From an optimization exercise on the open Yosys and OpenROAD flow, aimed at small area and a short achievable clock period; shortcuts taken in it are not production practice.
In this exercise RTL edits were held to simulation tests only and were not proved equivalent to the original.

==> flow/design.v (outline; a module is shown in full before it is edited, if it fits) <==
// module fa_cell: 10 lines
// module ha_cell: 9 lines
// module hai_cell: 9 lines
// module Filter_block_1: 6208 lines
module Filter_block_1 (
    input clk,
    input rst_n,
    input ena,
    input signed [0:15] x_in,
    output reg signed [0:31] y_out
);
  // ...
==> flow/flow/run.sh <==
#!/bin/bash
# Standard layout (the standard.sh: ORFS synth .. finish) with two changes:
#  - repair_timing is asked to keep a setup margin (flow/margin.txt), so that the timing
#    repair after placement, CTS and global routing works on paths longer than
#    (period - margin);
#  - after placement, the buffer trees of the high-fanout inputs ena and rst_n are rebuilt
#    as balanced two-level trees (flow/hfn2.tcl); their port buffers stay.
# The SDC, the clock period and every other setting are the design's.
set -euo pipefail
MARGIN=$(cat flow/margin.txt)
RES=orfs/results/sky130hd/Filter_block_1/base
bash standard.sh SETUP_SLACK_MARGIN=$MARGIN place > standard_place.log 2>&1
PLATFORM_DIR=$FLOW_HOME/platforms/sky130hd HFN_IN=$RES/3_place.odb HFN_SDC=$RES/3_place.sdc \
  HFN_PORTS="ena rst_n" HFN_LEAVES=40 HFN_MIDS=6 \
  HFN_LEAF_CELL=sky130_fd_sc_hd__buf_8 HFN_MID_CELL=sky130_fd_sc_hd__buf_16 \
  HFN_OUT=$RES/3_place_hfn.odb \
  openroad -no_init -exit flow/hfn2.tcl > hfn.log 2>&1
mv $RES/3_place_hfn.odb $RES/3_place.odb
bash standard.sh SETUP_SLACK_MARGIN=$MARGIN finish > standard_finish.log 2>&1
==> flow/flow/hfn2.tcl <==
# Rebuild the buffer trees of the high-fanout input nets (HFN_PORTS) after placement.
# Each port keeps its port buffer; the buffers chained behind it are removed, and its loads
# are split by location into about HFN_LEAVES groups, each driven by a leaf buffer at the
# group's centre; the leaf buffers are driven through HFN_MIDS middle buffers.
set platform_dir $::env(PLATFORM_DIR)
read_liberty $platform_dir/lib/sky130_fd_sc_hd__tt_025C_1v80.lib
read_db $::env(HFN_IN)
read_sdc $::env(HFN_SDC)
source $platform_dir/setRC.tcl
set db [ord::get_db]
set blk [ord::get_db_block]
proc tree_bufs {net} {
  set out {}
  foreach it [$net getITerms] {
    if {[$it isOutputSignal]} continue
    set inst [$it getInst]
    set m [[$inst getMaster] getName]
    if {[regexp {__buf_|__bufbuf_|__clkbuf_|__clkdlybuf|__dlygate|__dlymetal|__bufinv} $m]} {
      lappend out [$inst getName]
      set on [[$inst findITerm X] getNet]
      set out [concat $out [tree_bufs $on]]
    }
  }
  return $out
}
proc loc {it} {
  set inst [$it getInst]
  set b [$inst getBBox]
  return [list [expr {([$b xMin] + [$b xMax]) / 2}] [expr {([$b yMin] + [$b yMax]) / 2}]]
}
# split items (each {x y payload}) into about n groups by location
proc split_groups {items n} {
  set nx [expr {max(1, int(round(sqrt($n))))}]
  set ny [expr {max(1, int(ceil(double($n) / $nx)))}]
  set items [lsort -integer -index 0 $items]
  set per [expr {int(ceil(double([llength $items]) / $nx))}]
  set groups {}
  for {set i 0} {$i < [llength $items]} {incr i $per} {
    set col [lsort -integer -index 1 [lrange $items $i [expr {$i + $per - 1}]]]
    set per2 [expr {int(ceil(double([llength $col]) / $ny))}]
    for {set k 0} {$k < [llength $col]} {incr k $per2} {
      lappend groups [lrange $col $k [expr {$k + $per2 - 1}]]
    }
  }
  return $groups
}
proc centre {group} {
  set sx 0; set sy 0
  foreach e $group { incr sx [lindex $e 0]; incr sy [lindex $e 1] }
  set n [llength $group]
  return [list [expr {$sx / $n}] [expr {$sy / $n}]]
}
set cnt 0
proc mkbuf {master innet} {
  global blk cnt
  incr cnt
  set inst [odb::dbInst_create $blk $master "hfnbuf_$cnt"]
  set net [odb::dbNet_create $blk "hfnnet_$cnt"]
  [$inst findITerm A] connect $innet
  [$inst findITerm X] connect $net
  return [list $inst $net]
}
set leafm [$db findMaster $::env(HFN_LEAF_CELL)]
set midm [$db findMaster $::env(HFN_MID_CELL)]
foreach p $::env(HFN_PORTS) {
  set pn [[$blk findBTerm $p] getNet]
  set pb ""
  foreach it [$pn getITerms] { if {[$it isInputSignal]} { set pb [$it getInst] } }
  set onet [[$pb findITerm X] getNet]
  set names [tree_bufs $onet]
  puts "HFN $p: port buffer [$pb getName], removing [llength $names] tree buffers"
  if {[llength $names]} { remove_buffers {*}$names }
  set onet [[$pb findITerm X] getNet]
  set items {}
  foreach it [$onet getITerms] {
    if {[$it isOutputSignal]} continue
    lappend items [concat [loc $it] [list $it]]
  }
  puts "HFN $p: [llength $items] loads"
  set leaves {}
  foreach g [split_groups $items $::env(HFN_LEAVES)] {
    lassign [mkbuf $leafm $onet] inst net
    foreach e $g { set it [lindex $e 2]; $it disconnect; $it connect $net }
    lassign [centre $g] x y
    $inst setLocation $x $y
    $inst setPlacementStatus PLACED
    lappend leaves [list $x $y $inst]
  }
  foreach g [split_groups $leaves $::env(HFN_MIDS)] {
    lassign [mkbuf $midm $onet] inst net
    foreach e $g { set it [[lindex $e 2] findITerm A]; $it disconnect; $it connect $net }
    lassign [centre $g] x y
    $inst setLocation $x $y
    $inst setPlacementStatus PLACED
  }
}
detailed_placement
estimate_parasitics -placement
foreach p $::env(HFN_PORTS) {
  report_checks -from [get_ports $p] -fields {fanout cap slew}
}
report_design_area
write_db $::env(HFN_OUT)
==> flow/flow/margin.txt <==
11.5
==> flow/standard.sh <==
#!/bin/bash
# synth_recipe.tcl (not shown) runs the flow's synth.tcl, then flattens the netlist and writes it again
# the make line also repeats each setting of config.mk as NAME=value (left out here)
make -C /OpenROAD-flow-scripts/flow DESIGN_CONFIG=/design/flow/config.mk WORK_HOME=/design/flow/orfs CLKGATE_MAP_FILE= SYNTH_SCRIPT=/design/flow/synth_recipe.tcl "${@:-finish}"
==> flow/config.mk <==
export PLATFORM = sky130hd
export DESIGN_NAME = Filter_block_1
export DESIGN_NICKNAME = Filter_block_1
export VERILOG_FILES = /design/flow/design.v
export SDC_FILE = /design/flow/constraint.sdc
export NUM_CORES = 4
export LEC_CHECK = 0
export CAP_MARGIN = 20
export CORE_MARGIN = 2
export CORE_UTILIZATION = 65
export PLACE_DENSITY = 0.75
export SLEW_MARGIN = 20
export SYNTH_HIERARCHICAL = 1
export SYNTH_MINIMUM_KEEP_SIZE = 0
==> flow/constraint.sdc <==
create_clock -name core_clock -period 16.0 [get_ports {clk}]
set_input_delay 3.2000 -clock core_clock [delete_from_list [all_inputs] [get_ports {clk}]]
set_output_delay 3.2000 -clock core_clock [all_outputs]
set_load 0.01 [all_outputs]
==> flow_summary.toml, run 1 <==
[finish]
final_cell_mix = "fa_1 (1615), mux2_2 (1113), dfrtp_1 (954)"
diodes = 1
multi_input_area_um2 = 49300
largest_class = "multi-input gates"
multi_input_area_share_pct = 54.4
final_common_cell = "fa_1"
seq_share_pct = 32.7
seqCellArea_um2 = 29600

[critical_path]
worstSetupPathType = "flop to output pin"
cp_num_buf_inv = 1
worst_path_dominant_cell_family = "flip-flops"
r2r_end = "r2[31]"

[synthesis]
syn-instance-count = 5045
muxShareOfSynthArea_pct = 15.5
synth_top_cell_by_area = "fa_1"
syn_area_um2 = 81100
synthTopCellsByArea = "fa_1 (41%), dfrtp_1 (33%), mux2_2 (15%)"
synth.top_cell.area_share_pct = 41.0
yosys.area_share.adder_pct = 42.8
synth_top_family_by_area = "adder cells"

[outcome]
status = "finished clean"

[sta]
max_freq_ghz = 0.220

[floorplanning]
design.portCount = 51
tap_cells = 1637
num_rows = 129

[min_path]
hold_path_class = "flop to flop"

[drt]
met2_length_mm = 86.4
drt-pass1-iter-count = 6

[placed_design]
place_hpwl_mm = 133
place_ws_ps = 9200
gp_congestion = 0.916

[cts]
h-tree-depth = 4
holdBufCountCts = 0
cts_num_sinks = 1172
postCtsSetupBuffers = 46

[grt]
grt_pass1_wl_mm = 292
==> inputs of run 2 (changes only) <==
--- a/flow/config.mk
+++ b/flow/config.mk
@@ -9,4 +9,3 @@
 export CORE_MARGIN = 2
-export CORE_UTILIZATION = 65
-export PLACE_DENSITY = 0.75
+export CORE_UTILIZATION = 55
 export SLEW_MARGIN = 20
==> run 2 against run 1 <==
Effect of this change:
- first-iteration DRC count down 28%
- register-to-register slack better by 60 ps
- critical endpoint is now y_out[2]
- die area up 18%
- non-clock buffer count down 3
- clock-buffer cell count down 1
==> flow_summary.toml, run 2 <==
[sta]
setup_violations = 0
slew_viol_final = 0
hold_viol_final = 0
rsz0062_at_grt = "true"
finClkSkew_ps = 41.8
max_freq_ghz = 0.221
tightestPinTransition_ps = 885
fin_ws_ps = 11480
relSlewSlack_pct = 40.9
fin_crit_sh_pct = 28.3
post-route-min-period_ps = 4520
tns_ps = 0

[synthesis]
synthTopCellsByArea = "fa_1 (41%), dfrtp_1 (33%), mux2_2 (15%)"
synth_xor_area_share_pct = 0.130
yosysMostFrequentCell = "fa_1"
synth_nets = 6840
synth_top_cell_by_area = "fa_1"
synth_edf_count = 0
synthSimpleGateAreaFrac_pct = 0.834
synth.top_cell.area_share_pct = 41.0
synth_commonest_cells = "fa_1 (1663), mux2_2 (1115), dfrtp_1 (1083)"
ys_ff_latch = 1172
ys_seq_area_share_pct = 36.3
syn-instance-count = 5045
synthArstFlopShare_pct = 100
synth_warnings = 7
yosys.area_share.adder_pct = 42.8
yosysUniqueCellTypes = 61
syn_area_per_cell_um2 = 16.1
muxShareOfSynthArea_pct = 15.5
syn_area_um2 = 81100
synthFlopType = "dfrtp_1"
synth_top_family_by_area = "adder cells"
synth_compound_area_share_pct = 1.25

[floorplanning]
num_rows = 140
dieArea_um2 = 151000
design.portCount = 51
core-area_um2 = 146000
initial_utilization_pct = 55.5
die_h_um = 388
die_w_um = 388

[finish]
fin_nets = 7093
n_fill_cell = 11200
finish.utilization_pct = 62.2
diodes = 0
final_cell_mix = "fa_1 (1606), mux2_2 (1113), dfrtp_1 (944)"
top_register = "r1"
fin_cells = 7329
drive_above_1_share_pct = 34.9
final_common_cell = "fa_1"
reg_top3 = "r1 x53, r2 x52, r3 x50"
largest_register_ffs = 53
area_growth_pct = 12.0

[drt]
drt-pass1-iter-count = 5
vias_per_cell = 5.51
drtAntennaViolNets = 0
num_vias = 40400
wl_per_cell_um = 26.8
drt_iter0_drc = 2082
drc = 0
routed_wl_mm = 197

[cts]
clkLatencyLatePin_ps = 770
cts_num_sinks = 1172
clkTransAtPathRegs_ps = 60
numCtsBuffers = 138
cts_tree = "yes"
clock_path_buffers = 3
h-tree-depth = 4
cts_root_buf = "clkbuf_16"

[placed_design]
placed_cells = 6895
place_ws_ps = 9000
place_hpwl_mm = 151
port_buffers = 50
gp_congestion = 0.898

[flow_run]
cap_violations = 0

[grt]
grt_start_max_net_pins = 30
grt_pass1_vias = 47400
antenna_found_initial = 1
grt_pass1_wl_mm = 307
grtUsageTotal_pct = 28.0
grt-ovfl-total = 0

[critical_path]
cpMaxStageDelayCell = "dfrtp_1"
cp_num_buf_inv = 1
cp_slowest_stage_delay_ps = 410
critPathCaptureType = "output pin"
arrival_ps = 1320
path_max_fanout = 4
worstSetupPathType = "flop to output pin"
worst_path_dominant_cell_family = "flip-flops"
cp_cell_sequence = "buf_2"
cp.required_ps = 12800
critPathLaunchType = "flop"

[min_path]
hold_path_class = "flop to flop"

[outcome]
status = "finished clean"
-- run 2: cell counts after synthesis --
Identical to the previous run, type by type.
-- run 2: logic make-up (layout without fill, tap and decap cells) --
family	after synthesis	after routing
multiplexers	1118	1118
AND/OR/NAND/NOR	146	146
buffers and inverters	662	1029
XOR/XNOR	12	12
flip-flops	1172	1172
AO/OA/AOI/OAI	159	159
adder cells (fa/ha/maj)	1776	1776
-- run 2: area by class of cell --
cell class              instances  area, µm²  area share (%)
multi-input cells            3211      49300            54.2
flip-flops and latches       1172      29600            32.6
clock buffers                 200       3970            4.37
well taps                    1917       2400            2.64
inverters                     507       1900            2.09
plain buffers                  96       1590            1.75
repair buffers                172       1410            1.55
clock inverters                54        654           0.720
-- run 2: repair_timing --
item                                    CTS  global route
setup buffers                            33            79
pin swaps                                 7            59
endpoints found under the setup margin  115            99
hold buffers                              0             0
gates resized for setup                 188           178
-- run 2: worst register-to-register path: stages (launching register included) --
cell     delay [ps]
dfrtp_1         400
buf_12          160
fa_1            580
fa_1            440
fa_1            560
inv_1            60
fa_1            380
fa_1            490
fa_1            550
fa_2            460
mux2_2          270
-- run 2: metrics by stage --
| step | area, µm² | hold slack, ps |
|---|---|---|
| 6_report | 90900 | 474 |
| 2_1_floorplan | 81200 | 450 |
| 5_1_grt | 90900 | 497 |
| 4_1_cts | 89900 | 477 |
| 3_3_place_gp | 83700 | 467 |
| 3_5_place_dp | 83700 | 468 |
-- run 2: Yosys stat by module, one instance, submodules excluded --
module | flip-flops and latches | copies in the design | cells
hai_cell | 0 | 33 | 3
Filter_block_1 | 1172 | 1 | 3240
fa_cell | 0 | 1662 | 1
ha_cell | 0 | 44 | 1
-- run 2: worst paths after layout --
path	start	end	slack (ps)	depth (start not counted)
worst max-delay path	y_out[2]	y_out[2]	11480	1
worst min register to register	y_out[28]	y_out[28]	470	1
max in group asynchronous	rst_n	r2[37]	12940	3
worst min-delay path	y_out[28]	y_out[28]	470	1
min in group asynchronous	rst_n	h47[8]	2750	3
worst max register to register	h29[12]	r3[27]	11540	10
-- run 2: metal layers --
metal  track usage (%)  share of wire (%)  vias up
met5                 0                  0        -
met4              9.41                3.6        0
met3              4.17                3.6      292
met2              47.6                 52      671
met1              37.3                 41    22500
li1                  -                  -    16900
==> inputs of run 3 (changes only) <==
--- a/flow/config.mk
+++ b/flow/config.mk
@@ -10,2 +10,5 @@
 export CORE_UTILIZATION = 55
+export CTS_BUF_LIST = sky130_fd_sc_hd__clkbuf_16
+export CTS_CLUSTER_DIAMETER = 80
+export CTS_CLUSTER_SIZE = 26
 export SLEW_MARGIN = 20
==> run 3 against run 2 <==
Effect of this change:
- area after synthesis stayed put
- register-to-register slack about the same
- highest routed layer unchanged
- still clean on timing, DRC and antenna
- clock skew is 12 ps lower
- global-route usage down 0.24 points
==> flow_summary.toml, run 3 <==
[cts]
h-tree-depth = 3
cts_num_sinks = 1172
clock_path_buffers = 3
numCtsBuffers = 83
clkLatencyLatePin_ps = 710
cts_root_buf = "clkbuf_16"
holdBufCountCts = 0
cts_tree = "yes"
clkTransAtPathRegs_ps = 90

[finish]
final_cell_mix = "fa_1 (1597), mux2_2 (1112), dfrtp_1 (951)"
fin_nets = 7034
fin_cells = 7224
largest_register_ffs = 53
drive_above_1_share_pct = 34.4
finish.utilization_pct = 61.1
diodes = 0
seqCellArea_um2 = 29600
final_common_cell = "fa_1"
multi_input_area_um2 = 49400
area_growth_pct = 10.1
n_fill_cell = 11300
top_register = "r1"
reg_top3 = "r1 x53, r2 x52, r3 x50"

[floorplanning]
num_rows = 140
dieArea_um2 = 151000
core-area_um2 = 146000
die_w_um = 388
initial_utilization_pct = 55.5
die_h_um = 388
design.portCount = 51

[sta]
hold_viol_final = 0
slew_viol_final = 0
max_freq_ghz = 0.224
post-route-min-period_ps = 4460
finClkSkew_ps = 29.8
fin_ws_ps = 11540
relSlewSlack_pct = 41.0
tns_ps = 0
rsz0062_at_grt = "true"
fin_crit_sh_pct = 27.9
tightestPinTransition_ps = 885
setup_violations = 0

[synthesis]
syn_area_um2 = 81100
synth_commonest_cells = "fa_1 (1663), mux2_2 (1115), dfrtp_1 (1083)"
synth_warnings = 7
synthArstFlopShare_pct = 100
synth_top_cell_by_area = "fa_1"
syn_area_per_cell_um2 = 16.1
synth_edf_count = 0
ys_seq_area_share_pct = 36.3
synth_nets = 6840
ys_ff_latch = 1172
syn-instance-count = 5045
synthFlopType = "dfrtp_1"
synthTopCellsByArea = "fa_1 (41%), dfrtp_1 (33%), mux2_2 (15%)"
yosysMostFrequentCell = "fa_1"
yosysUniqueCellTypes = 61
synth.top_cell.area_share_pct = 41.0

[min_path]
hold_start = "y_out[28]"
holdPathStages = 1
hold_path_class = "flop to flop"
hold_end = "y_out[28]"

[drt]
routed_wl_mm = 196
drc = 0
vias_per_cell = 5.56
wl_per_cell_um = 27.1
num_vias = 40100
drtAntennaViolNets = 0
drt_iter0_drc = 2020
drt-pass1-iter-count = 8

[critical_path]
reg2reg_from = "h19[11]"
cp.required_ps = 12800
path_max_fanout = 2
worst_path_dominant_cell_family = "flip-flops"
r2r_cells = 10
rrSetupSlack_ps = 11540
critPathLaunchType = "flop"
r2r_end = "r2[31]"
cp_num_buf_inv = 1
arrival_ps = 1260
cpMaxStageDelayCell = "dfrtp_1"
critPathCaptureType = "output pin"
cp_cell_sequence = "buf_2"
worstSetupPathType = "flop to output pin"
cp_slowest_stage_delay_ps = 410

[grt]
grt_pass1_vias = 46900
met3_usage_pct = 2.42
grt_pass1_wl_mm = 307
grt-ovfl-total = 0
antenna_found_initial = 2
grt_start_max_net_pins = 30
top_usage_layer = "met2"
grt_use_met2_pct = 48.1
grtUsageTotal_pct = 27.7
use_met1_pct = 38.2

[placed_design]
port_buffers = 50
gp_congestion = 0.898
place_ws_ps = 9000
placed_cells = 6895
place_hpwl_mm = 151

[flow_run]
cap_violations = 0

[outcome]
status = "finished clean"
## run 3: how the worst max path moves through the flow
stage                    from        end  slack (ps)  cells after the start
floorplan                 ena      h0[0]       11450                      5
global placement          ena     h50[9]        9000                      5
detailed placement        ena     h51[9]        9000                      5
CTS                    h30[8]     r3[31]       11460                      9
global route          h29[12]     r2[27]       11440                     13
finish              y_out[27]  y_out[27]       11540                      1
## run 3: cell families (layout without fill, tap and decap cells)
logic type	Yosys count	after routing	share of synthesized area (%)
buf+inv	662	924	3.22
fa+ha+maj	1776	1776	42.8
xor+xnor	12	12	0.130
compound gates	159	159	1.25
flops	1172	1172	36.3
simple gates	146	146	0.834
mux	1118	1118	15.5
## run 3: per-module statistics from Yosys, one instance, submodules excluded
module,cells,flops+latches
Filter_block_1,3240,1172
ha_cell,1,0
fa_cell,1,0
hai_cell,3,0
## run 3: stage by stage
stage / hold slack (ps) / instance area, µm²
floorplan: 450 / 81200
global placement: 467 / 83700
detailed placement: 468 / 83700
CTS: 485 / 88300
global route: 508 / 89300
finish: 481 / 89300
## run 3: cell type report
type	count	area share (%)
flip-flops and latches	1172	33.2
inverters	507	2.13
repair buffers	168	1.53
multi-input cells	3211	55.3
clock buffers	85	2.38
plain buffers	96	1.78
well taps	1917	2.69
clock inverters	68	1.04
## run 3: repair_timing
| item | CTS | global route |
|---|---|---|
| setup endpoints to repair | 116 | 76 |
| pin swaps | 3 | 66 |
| buffers inserted | 38 | 70 |
| resized for setup | 195 | 192 |
## run 3: metal layers
metal	vias to the layer above	share of wire, %
li1	16800	-
met1	22600	42
met2	526	53
met3	213	2.4
met4	0	3.0
met5	-	0
==> inputs of run 4 (changes only) <==
==> flow/flow/margin.txt (replaced) <==
11.6
--- a/flow/config.mk
+++ b/flow/config.mk
@@ -11,4 +11,4 @@
 export CTS_BUF_LIST = sky130_fd_sc_hd__clkbuf_16
-export CTS_CLUSTER_DIAMETER = 80
-export CTS_CLUSTER_SIZE = 26
+export CTS_CLUSTER_DIAMETER = 100
+export CTS_CLUSTER_SIZE = 22
 export SLEW_MARGIN = 20
==> run 4 against run 3 <==
Effect of this change:
- synthesized cell count did not move
- clock skew fell by 4.4 ps
- highest routed layer unchanged
- core utilization rose by 0.092 points
- still clean on timing, DRC and antenna
- area after synthesis did not move
- non-clock buffer count rose by 70
- cell count rose by 0.44%
- critical path depth rose by 9
==> flow_summary.toml, run 4 <==
[placed_design]
place_hpwl_mm = 149
placed_area_um2 = 83700
gp_congestion = 0.878
port_buffers = 50

[drt]
wl_per_cell_um = 27.1
vias_per_cell = 5.55
routed_wl_mm = 196
num_vias = 40300
drt-pass1-iter-count = 5
drtAntennaViolNets = 0
drt_iter0_drc = 2281
drc = 0

[grt]
grt-ovfl-total = 0
grt_start_max_net_pins = 30
grt_pass1_vias = 46800
antenna_found_initial = 2
grtUsageTotal_pct = 27.8
grt_pass1_wl_mm = 307

[synthesis]
syn_area_per_cell_um2 = 16.1
synth_warnings = 7
synth_top_cell_by_area = "fa_1"
syn_area_um2 = 81100
synth_edf_count = 0
synthArstFlopShare_pct = 100
synth.top_cell.area_share_pct = 41.0
yosysUniqueCellTypes = 61
synth_commonest_cells = "fa_1 (1663), mux2_2 (1115), dfrtp_1 (1083)"
syn-instance-count = 5045
ys_seq_area_share_pct = 36.3
yosysMostFrequentCell = "fa_1"
synthFlopType = "dfrtp_1"
synth_nets = 6840
synthTopCellsByArea = "fa_1 (41%), dfrtp_1 (33%), mux2_2 (15%)"
ys_ff_latch = 1172

[min_path]
hold_path_class = "flop to flop"
holdPathStages = 1

[cts]
cts_num_sinks = 1172
clkLatencyLatePin_ps = 700
numCtsBuffers = 67
cts_root_buf = "clkbuf_16"
cts_tree = "yes"
h-tree-depth = 3
clkTransAtPathRegs_ps = 90
clock_path_buffers = 3

[sta]
setup_violations = 0
max_freq_ghz = 0.221
fin_crit_sh_pct = 28.3
hold_viol_final = 0
slew_viol_final = 0
relSlewSlack_pct = 64.3
rsz0062_at_grt = "true"
post-route-min-period_ps = 4530
tightestPinTransition_ps = 535
tns_ps = 0
finClkSkew_ps = 25.4

[floorplanning]
dieArea_um2 = 151000
die_h_um = 388
design.portCount = 51
die_w_um = 388
core-area_um2 = 146000
num_rows = 140
initial_utilization_pct = 55.5

[finish]
final_cell_area_um2 = 89400
reg_top3 = "r1 x53, r2 x52, r3 x50"
largest_register_ffs = 53
area_growth_pct = 10.2
drive_above_1_share_pct = 38.5
final_cell_mix = "fa_1 (1479), mux2_2 (1099), dfrtp_1 (884)"
diodes = 0
fin_nets = 7088
multi_input_area_um2 = 49700
seqCellArea_um2 = 29700
n_fill_cell = 11200
top_register = "r1"
final_common_cell = "fa_1"

[critical_path]
worstSetupPathType = "flop to flop"
cpMaxStageDelayCell = "fa_1"
cp_cell_sequence = "fa_1 -> fa_1 -> fa_1 -> inv_2 -> fa_2 -> fa_2 -> inv_2 -> fa_2 -> fa_2 -> mux2_4"
cp.required_ps = 16570
worst_path_dominant_cell_family = "adder cells"
cp_num_cells = 10
arrival_ps = 5100
critPathLaunchType = "flop"
cp_num_buf_inv = 2
path_common_cell = "fa_2"
critPathCaptureType = "flop"
r2r_cells = 10
path_max_fanout = 5
cp_slowest_stage_delay_ps = 600

[flow_run]
cap_violations = 0

[outcome]
status = "finished clean"
==> run 4: what timing repair did <==
action                                  4_1_cts  5_1_grt
setup buffers                               100       72
resized for setup                           398      226
pin swaps                                   104      134
hold endpoints to repair                      0        0
cloned                                        0        0
hold buffers                                  0        0
endpoints found under the setup margin      128      127
==> run 4: modules after synthesis, one instance, submodules excluded <==
module | flip-flops and latches | times used | cells inside
ha_cell | 0 | 44 | 1
hai_cell | 0 | 33 | 3
fa_cell | 0 | 1662 | 1
Filter_block_1 | 1172 | 1 | 3240
==> run 4: per-stage QoR <==
stage	utilization, %	cells	hold WS (ps)	setup slack, ps
global placement	57.3	6895	471	8910
finish	61.2	7256	490	11470
floorplan	-	5045	450	11550
detailed placement	57.3	6895	477	8890
CTS	60.5	7184	495	11460
global route	61.2	7256	519	11390
==> run 4: worst reg2reg max path, stage by stage, from the launching register on <==
cell     delay [ps]
dfrtp_2         480
fa_1            530
fa_1            600
fa_1            460
inv_2            80
fa_2            440
fa_2            540
inv_2            40
fa_2            520
fa_2            440
mux2_4          270
==> run 4: cell type report <==
| type | instances | share of cell area, % |
|---|---|---|
| clock inverter | 44 | 0.336 |
| multi-input combinational | 3211 | 55.6 |
| timing repair buffer | 238 | 2.28 |
| inverter | 507 | 2.13 |
| buffer | 96 | 1.78 |
| sequential | 1172 | 33.2 |
| tap | 1917 | 2.68 |
| clock buffer | 71 | 1.99 |
==> run 4: final timing paths <==
check	from	endpoint	slack [ps]
worst max-delay path	h28[15]	r2[31]	11470
worst max register to register	h28[15]	r2[31]	11470
max in group asynchronous	rst_n	r3[25]	12850
min in group asynchronous	rst_n	r1[14]	2820
worst min register to register	y_out[28]	y_out[28]	490
worst min-delay path	y_out[28]	y_out[28]	490
==> run 4: cells by family after synthesis <==
family | count (synthesis) | share of synthesized area [%]
adder cells (fa/ha/maj) | 1776 | 42.8
multiplexers | 1118 | 15.5
AO/OA/AOI/OAI | 159 | 1.25
flip-flops | 1172 | 36.3
XOR/XNOR | 12 | 0.130
AND/OR/NAND/NOR | 146 | 0.834
buffers and inverters | 662 | 3.22
==> run 4: routing by layer <==
metal | vias up | wire length [µm] | track usage (%)
li1 | 16900 | - | -
met1 | 22700 | 84300 | 39.2
met2 | 525 | 101000 | 47.2
met3 | 163 | 6220 | 2.96
met4 | 0 | 4720 | 6.78
met5 | - | 0 | 0
==> inputs of run 5 (changes only) <==
==> flow/flow/margin.txt (replaced) <==
11.5
==> run 5 against run 4 <==
Effect of this change:
- critical endpoint is now r3[31]
- non-clock buffer count decreased by 43
- highest routed layer unchanged
- still clean on timing, DRC and antenna
- largest cell class unchanged
- fmax rose by 0.47%
- core utilization decreased by 0.64 points
==> flow_summary.toml, run 5 <==
[outcome]
status = "finished clean"

[synthesis]
synthTopCellsByArea = "fa_1 (41%), dfrtp_1 (33%), mux2_2 (15%)"
synth_commonest_cells = "fa_1 (1663), mux2_2 (1115), dfrtp_1 (1083)"
yosysUniqueCellTypes = 61
syn_area_um2 = 81100
synth_warnings = 7
synthArstFlopShare_pct = 100
synthFlopType = "dfrtp_1"
syn-instance-count = 5045
synth_top_cell_by_area = "fa_1"
ys_ff_latch = 1172
yosysMostFrequentCell = "fa_1"
ys_seq_area_share_pct = 36.3
synth.top_cell.area_share_pct = 41.0
syn_area_per_cell_um2 = 16.1
synth_edf_count = 0
synth_nets = 6840

[floorplanning]
design.portCount = 51
dieArea_um2 = 151000
num_rows = 140
die_h_um = 388
die_w_um = 388
core-area_um2 = 146000
initial_utilization_pct = 55.5

[critical_path]
critPathLaunchType = "flop"
cp.required_ps = 16580
critPathCaptureType = "flop"
worstSetupPathType = "flop to flop"
reg2reg_from = "h29[8]"
arrival_ps = 5090
r2r_end = "r3[31]"
path_max_fanout = 4
rrSetupSlack_ps = 11490
r2r_cells = 10

[sta]
fin_crit_sh_pct = 28.2
setup_violations = 0
tightestPinTransition_ps = 883
tns_ps = 0
max_freq_ghz = 0.222
hold_viol_final = 0
hold_ws_ps = 480
finClkSkew_ps = 24.7
relSlewSlack_pct = 41.1
post-route-min-period_ps = 4510
slew_viol_final = 0
rsz0062_at_grt = "true"

[drt]
wl_per_cell_um = 27.0
vias_per_cell = 5.52
routed_wl_mm = 195
num_vias = 39800
drtAntennaViolNets = 0
drt_iter0_drc = 2099
drt-pass1-iter-count = 7
drc = 0

[grt]
grt-ovfl-total = 0
grt_pass1_vias = 46400
grt_start_max_net_pins = 30
grtUsageTotal_pct = 27.6
antenna_found_initial = 1
grt_pass1_wl_mm = 303

[finish]
fin_nets = 7044
diodes = 0
n_fill_cell = 11400
top_register = "r1"
largest_register_ffs = 53
reg_top3 = "r1 x53, r2 x52, r3 x50"
fin_cells = 7216
final_common_cell = "fa_1"
area_growth_pct = 9.07
final_cell_mix = "fa_1 (1587), mux2_2 (1111), dfrtp_1 (930)"
final_cell_area_um2 = 88500
drive_above_1_share_pct = 34.2

[cts]
cts_num_sinks = 1172
clkTransAtPathRegs_ps = 90
clock_path_buffers = 3
cts_root_buf = "clkbuf_16"
holdBufCountCts = 0
h-tree-depth = 3
clkLatencyLatePin_ps = 700
cts_tree = "yes"
numCtsBuffers = 66

[flow_run]
cap_violations = 0

[placed_design]
placed_area_um2 = 83700
gp_congestion = 0.898
placed_cells = 6895
port_buffers = 50
place_hpwl_mm = 151

[min_path]
hold_end = "y_out[28]"
holdPathStages = 1
hold_start = "y_out[28]"
hold_path_class = "flop to flop"
-- run 5: per-module statistics from Yosys (local to each module, per instance) --
module | area (µm²) | copies in the design | cells inside
ha_cell | 12.5 | 44 | 1
Filter_block_1 | 46700 | 1 | 3240
hai_cell | 20.0 | 33 | 3
fa_cell | 20.0 | 1662 | 1
-- run 5: cells by family after synthesis --
group / count (synthesis) / synth area share (%)
and+or+nand+nor: 146 / 0.834
xor gates and xnor gates: 12 / 0.130
AOI/OAI and AO/OA: 159 / 1.25
buffers and inverters: 662 / 3.22
muxes: 1118 / 15.5
adders and majority gates: 1776 / 42.8
DFF: 1172 / 36.3
-- run 5: routing by layer --
metal / up-vias / share of wire, % / track usage, %
li1: 16700 / - / -
met1: 22300 / 41 / 37.1
met2: 574 / 52 / 47.4
met3: 199 / 3.5 / 3.71
met4: 0 / 3.3 / 8.36
met5: - / 0 / 0
-- run 5: repair_timing --
item,CTS,global route
endpoints found under the setup margin,115,72
pin swaps,6,74
setup buffers,39,96
gates resized for setup,194,209
-- run 5: metrics by stage --
stage | utilization, % | setup slack [ps]
2_1_floorplan | - | 11450
3_3_place_gp | 57.3 | 9000
3_5_place_dp | 57.3 | 9000
4_1_cts | 59.7 | 11460
5_1_grt | 60.6 | 11380
6_report | 60.6 | 11490
-- run 5: area by class of cell --
| cell class | instances | area [µm²] | share of cell area [%] |
|---|---|---|---|
| clock inverters | 50 | 294 | 0.332 |
| clock buffers | 68 | 1700 | 1.92 |
| flip-flops and latches | 1172 | 29700 | 33.5 |
| inverters | 507 | 1900 | 2.15 |
| repair buffers | 195 | 1610 | 1.82 |
| well taps | 1917 | 2400 | 2.71 |
| plain buffers | 96 | 1590 | 1.80 |
| multi-input cells | 3211 | 49300 | 55.8 |
-- run 5: worst max-delay path: stages (launching register included) --
cell,delay (ps)
dfrtp_4,550
buf_12,160
fa_1,490
fa_1,440
fa_1,500
inv_1,60
fa_1,510
fa_2,470
fa_1,520
fa_2,430
mux2_2,260
-- run 5: worst max path at each step --
stage / slack, ps / endpoint / start / depth (start not counted)
after detailed placement: 9000 / h51[9] / ena / 5
after floorplan: 11450 / h0[0] / ena / 5
final: 11490 / r3[31] / h29[8] / 10
after global routing: 11380 / r3[31] / h29[8] / 10
after global placement: 9000 / h50[9] / ena / 5
after CTS: 11460 / r3[31] / h29[14] / 9

-- what the ideal ports hide --
The results above use ideal ports. As a check the final layouts listed here were re-extracted and re-timed, cells and wires unchanged. Step 1 sets driving cells, clkbuf_16 on the clock port and buf_2 on the other inputs (assumed; they add their load-dependent delay and slew). Step 2 adds t to the input delays and takes it off the output delays; t is the mean of the earliest and latest rising clock arrival at the registers after step 1. Input paths then give back, and output paths get back, about the clock's delay inside the block. Three values: no drivers, after step 1, after step 2; two values: the first two.
run | t (ns) | setup slack, ns | worst setup path after step 2
run 1 | 0.845 | 11.456 / 11.381 / 10.891 | input to register
run 2 | 0.831 | 11.480 / 11.404 / 10.956 | input to register
run 3 | 0.779 | 11.537 / 11.464 / 10.937 | input to register
run 4 | 0.762 | 11.471 / 11.471 / 10.911 | input to register
run 5 | 0.764 | 11.492 / 11.445 / 10.943 | input to register
After both steps setup and hold are still met in every run listed. For run 3, which loses most, drivers alone change the setup slack by -0.073 ns; drivers and shift together by -0.600 ns.
